This is an optimization exercise on Yosys and OpenROAD, whose aim is small area, a short achievable clock period and few clock cycles per item, not a production implementation.

==> inputs of v38 <==
// filter
module filter
	#(parameter DWIDTH = 16)
	(input clk,
		input rst,
		output req_in,
		input ack_in,
		input [0:DWIDTH-1] data_in,
		output req_out,
		input ack_out,
		output [0:DWIDTH-1] data_out);
Settings: LEC_CHECK=0, ABC_AREA=1, CAP_MARGIN=20, CORE_MARGIN=2, CORE_UTILIZATION=40, SLEW_MARGIN=20, SYNTH_HIERARCHICAL=1, SYNTH_MEMORY_MAX_BITS=16384, SYNTH_MINIMUM_KEEP_SIZE=0; clock period 11.0 ns.
standard.sh (not shown) runs the stock make flow with config.mk's settings and CLKGATE_MAP_FILE= SYNTH_SCRIPT=/design/flow/synth_recipe.tcl, a recipe that flattens the netlist after the stock synthesis.
==> flow/flow/run.sh <==
#!/bin/bash
# The standard layout (standard.sh: the standard flow's synthesis and ORFS flow with the
# settings of config.mk), with repair_timing asked for more setup slack than
# config.mk's SETUP_SLACK_MARGIN may ask for. The make output goes to
# standard_flow.log; ORFS's own logs stay under orfs/logs.
set -euo pipefail
MARGIN=$(cat flow/margin)
bash standard.sh SETUP_SLACK_MARGIN=$MARGIN finish > standard_flow.log 2>&1
==> flow/flow/margin <==
7
==> v14: changes against v38 <==
--- a/flow/design.v
+++ b/flow/design.v
@@ -354,37 +354,39 @@
 				booth[3*k+1] = (b[2*k+2] & ~b[2*k+1] & ~b[2*k]) | (~b[2*k+2] & b[2*k+1] & b[2*k]);
 				booth[3*k+2] = b[2*k+2];
 			end
 		end
 	endfunction
 	reg ph;                  
-	reg first;               
+	reg vr, vt, vd;          
 	reg [7:0] l;             
+	reg pend;                
 	reg [7:0] a1_n, a2_n;    
 	reg rst_r;               
-	reg sht;                 
 	reg [21-1:0] e1;
 	reg [24-1:0] e2;
 	reg [15:0] r0, r1, r2, r3;
 	reg [30:0] cs0, cs1;
 	reg [20:11] cs2;       
 	reg [30:0] acc;
 	reg [15:0] din;          
 	reg dv;                  
 	reg rqi, rqo;            
 	reg rqi_n, rqo_n;        
-	reg occ;                 
-	reg [15:0] out;
+	reg [15:0] q0, q1, q2;   
+	reg [1:0] cnt;           
 	assign req_in = rqi;
 	assign req_out = rqo;
-	assign data_out = out;
-	wire en = ~(ph ? (occ & ~first) : (sht & ~dv));
-	wire load = en & ph & ~first;
-	wire shift = en & ~ph & sht;
+	assign data_out = q0;
+	wire take = ~rqi_n & ack_in;
+	wire go = ({1'b0, cnt} + vd + vt <= 3'd2) & (~pend | dv | take);
+	wire shift = ~ph & vr & pend;
+	wire push = ph & vd;
+	wire pop = ~rqo_n & ack_out;
 	wire [7:0] l_next = (l < 8'd13) ? l + 8'd147 : l - 8'd13;
-	wire [7:0] a_next = ph ? l_next : 8'd160 - l;
+	wire [7:0] a_next = ph ? l : 8'd160 - l;
 	wire [13:0] c1 = rom1(~a1_n);
 	wire [23:0] e1n = booth({c1[13], c1[13], c1});
 	wire [23:0] e2n = booth(rom2(~a2_n));
 	wire [15:0] xa = r0;
 	wire [15:0] xb = r1;
 	wire [30:0] t0, t1;
@@ -1167,87 +1169,106 @@
 	filter_fa u_b28 (.a(ag[28]), .b(as[28]), .ci(ac[28]), .s(bs[28]), .co(bc[29]));
 	filter_fa u_b29 (.a(ag[29]), .b(as[29]), .ci(ac[29]), .s(bs[29]), .co(bc[30]));
 	assign bs[30] = ag[30] ^ as[30] ^ ac[30];
 	assign bc[0] = 1'b0;
 	assign ag = ph ? acc : 31'h2aac0000;
 	wire [30:0] sum = bs + bc;
+	wire [15:0] y = sum[30:15];
 	wire rqi_next = ~rqi_n ? ~ack_in : (~ack_in & (~dv | shift));
-	wire occ_next = load | (occ & ~(~rqo_n & ack_out));
-	wire rqo_next = ~rqo_n ? ~ack_out : (~ack_out & (occ | load));
+	wire rqo_next = ~rqo_n ? ~ack_out : (~ack_out & ((cnt != 2'd0) | push));
 	always @(posedge clk) begin
-		if (en) begin
-			e1 <= e1n[21-1:0];
-			e2 <= e2n;
-			cs0 <= t0;
-			cs1 <= t1;
-			cs2 <= t2;
-		end
+		e1 <= e1n[21-1:0];
+		e2 <= e2n;
+		cs0 <= t0;
+		cs1 <= t1;
+		cs2 <= t2;
 		if (~ph)
 			acc <= sum;
 		if (~rqi_n)
 			din <= data_in;
+		a1_n <= ~a_next;
+		a2_n <= ~a_next;
 		rst_r <= rst;
 		if (rst_r) begin
 			r0 <= 16'd0;
 			r1 <= 16'd0;
 			r2 <= 16'd0;
 			r3 <= 16'd0;
-			out <= 16'd0;
-		end else begin
-			if (en) begin
-				if (ph) begin
-					r0 <= r3;
-					r1 <= r2;
-					r2 <= r0;
-					r3 <= r1;
-				end else if (sht) begin
-					r0 <= din;
-					r1 <= r2;
-					r2 <= r3;
-					r3 <= r1;
-				end else begin
-					r0 <= r2;
-					r1 <= r3;
-					r2 <= r1;
-					r3 <= r0;
-				end
+		end else if (ph) begin
+			if (vt) begin
+				r0 <= r3;
+				r1 <= r2;
+				r2 <= r0;
+				r3 <= r1;
 			end
-			if (load)
-				out <= sum[30:15];
+		end else if (vt) begin
+			if (shift) begin
+				r0 <= din;
+				r1 <= r2;
+				r2 <= r3;
+				r3 <= r1;
+			end else begin
+				r0 <= r2;
+				r1 <= r3;
+				r2 <= r1;
+				r3 <= r0;
+			end
+		end else if (shift) begin
+			r0 <= din;
+			r1 <= r0;
+			r2 <= r1;
+			r3 <= r2;
+		end
+		if (pop) begin
+			q0 <= (cnt[1] | ~push) ? q1 : y;
+			q1 <= (cnt == 2'd3 | ~push) ? q2 : y;
+			if (cnt == 2'd3)
+				q2 <= y;
+		end else if (push) begin
+			if (cnt == 2'd0)
+				q0 <= y;
+			if (cnt == 2'd1)
+				q1 <= y;
+			if (cnt == 2'd2)
+				q2 <= y;
 		end
 		if (rst) begin
 			ph <= 1'b0;
-			first <= 1'b1;
+			vr <= 1'b1;
+			vt <= 1'b0;
+			vd <= 1'b0;
 			l <= 8'd0;
+			pend <= 1'b0;
 			a1_n <= 8'hff;
 			a2_n <= 8'hff;
-			sht <= 1'b0;
 			dv <= 1'b0;
 			rqi <= 1'b0;
 			rqi_n <= 1'b1;
 			rqo <= 1'b0;
 			rqo_n <= 1'b1;
-			occ <= 1'b1;
+			q0 <= 16'd0;
+			cnt <= 2'd1;
 		end else begin
-			if (en) begin
-				ph <= ~ph;
-				a1_n <= ~a_next;
-				a2_n <= ~a_next;
-				if (ph) begin
-					first <= 1'b0;
-					sht <= (l >= 8'd13);
+			ph <= ~ph;
+			if (ph) begin
+				vr <= go;
+				vd <= vt;
+			end else begin
+				vt <= vr;
+				if (vr) begin
 					l <= l_next;
+					pend <= (l >= 8'd13);
 				end
 			end
-			if (~rqi_n & ack_in)
+			if (take)
 				dv <= 1'b1;
 			else if (shift)
 				dv <= 1'b0;
 			rqi <= rqi_next;
 			rqi_n <= ~rqi_next;
-			occ <= occ_next;
+			cnt <= cnt + push - pop;
 			rqo <= rqo_next;
 			rqo_n <= ~rqo_next;
 		end
 	end
 endmodule
 module filter_fa(input a, input b, input ci, output s, output co);
==> summary.txt <==
Status
  • Status: complete, no violations

STA
  • Setup ws final: 6.97 ns

Worst setup path
  • Worst path max stage delay: 0.57 ns
  • Reg-to-reg setup timing slack: 6.97 ns

Floorplan
  • Die span in y: 259 um

Global route
  • First-pass GRT wire length: 148 mm
the above is filed under v38

==> summary.txt <==
STA
  • Setup Total Neg Slack: 0 ns
  • Setup ws final: 7.03 ns

Status
  • Status: complete, no violations

Worst setup path
  • Worst path max stage delay: 0.69 ns
  • Reg-to-reg setup timing slack: 7.03 ns

Floorplan
  • Die span in y: 263 um

Global route
  • First-pass GRT wire length: 147 mm
the above is filed under v14

No run of this note included a check of the RTL's function; only the layout flow was run.

## what the ideal ports hide
The flow's constraints put no driver on any port. The routed layouts listed below were extracted and timed again, unchanged, in two steps. Step 1: set_driving_cell puts a clkbuf_16 on clk and a buf_2 on each other input, an assumption about the parent block. Step 2 also shifts input and output timing later by t, the mid clock arrival at the registers, as if the neighbouring blocks saw the same clock. a / b / c = ideal / step 1 / step 2; a / b = the first two.
run | t, ns | setup WS [ns] | worst setup path at the end | slew at the worst register clock pin (ns)
v38 | 0.641 | 6.974 / 6.974 / 6.974 | register to register | 0.07 / 0.07
v14 | 0.601 | 7.027 / 7.027 / 6.693 | input to register | 0.07 / 0.07
After both steps every run listed still meets setup and hold. For v14, which loses most, drivers alone change the setup slack by 0.000 ns; drivers and shift together by -0.334 ns.
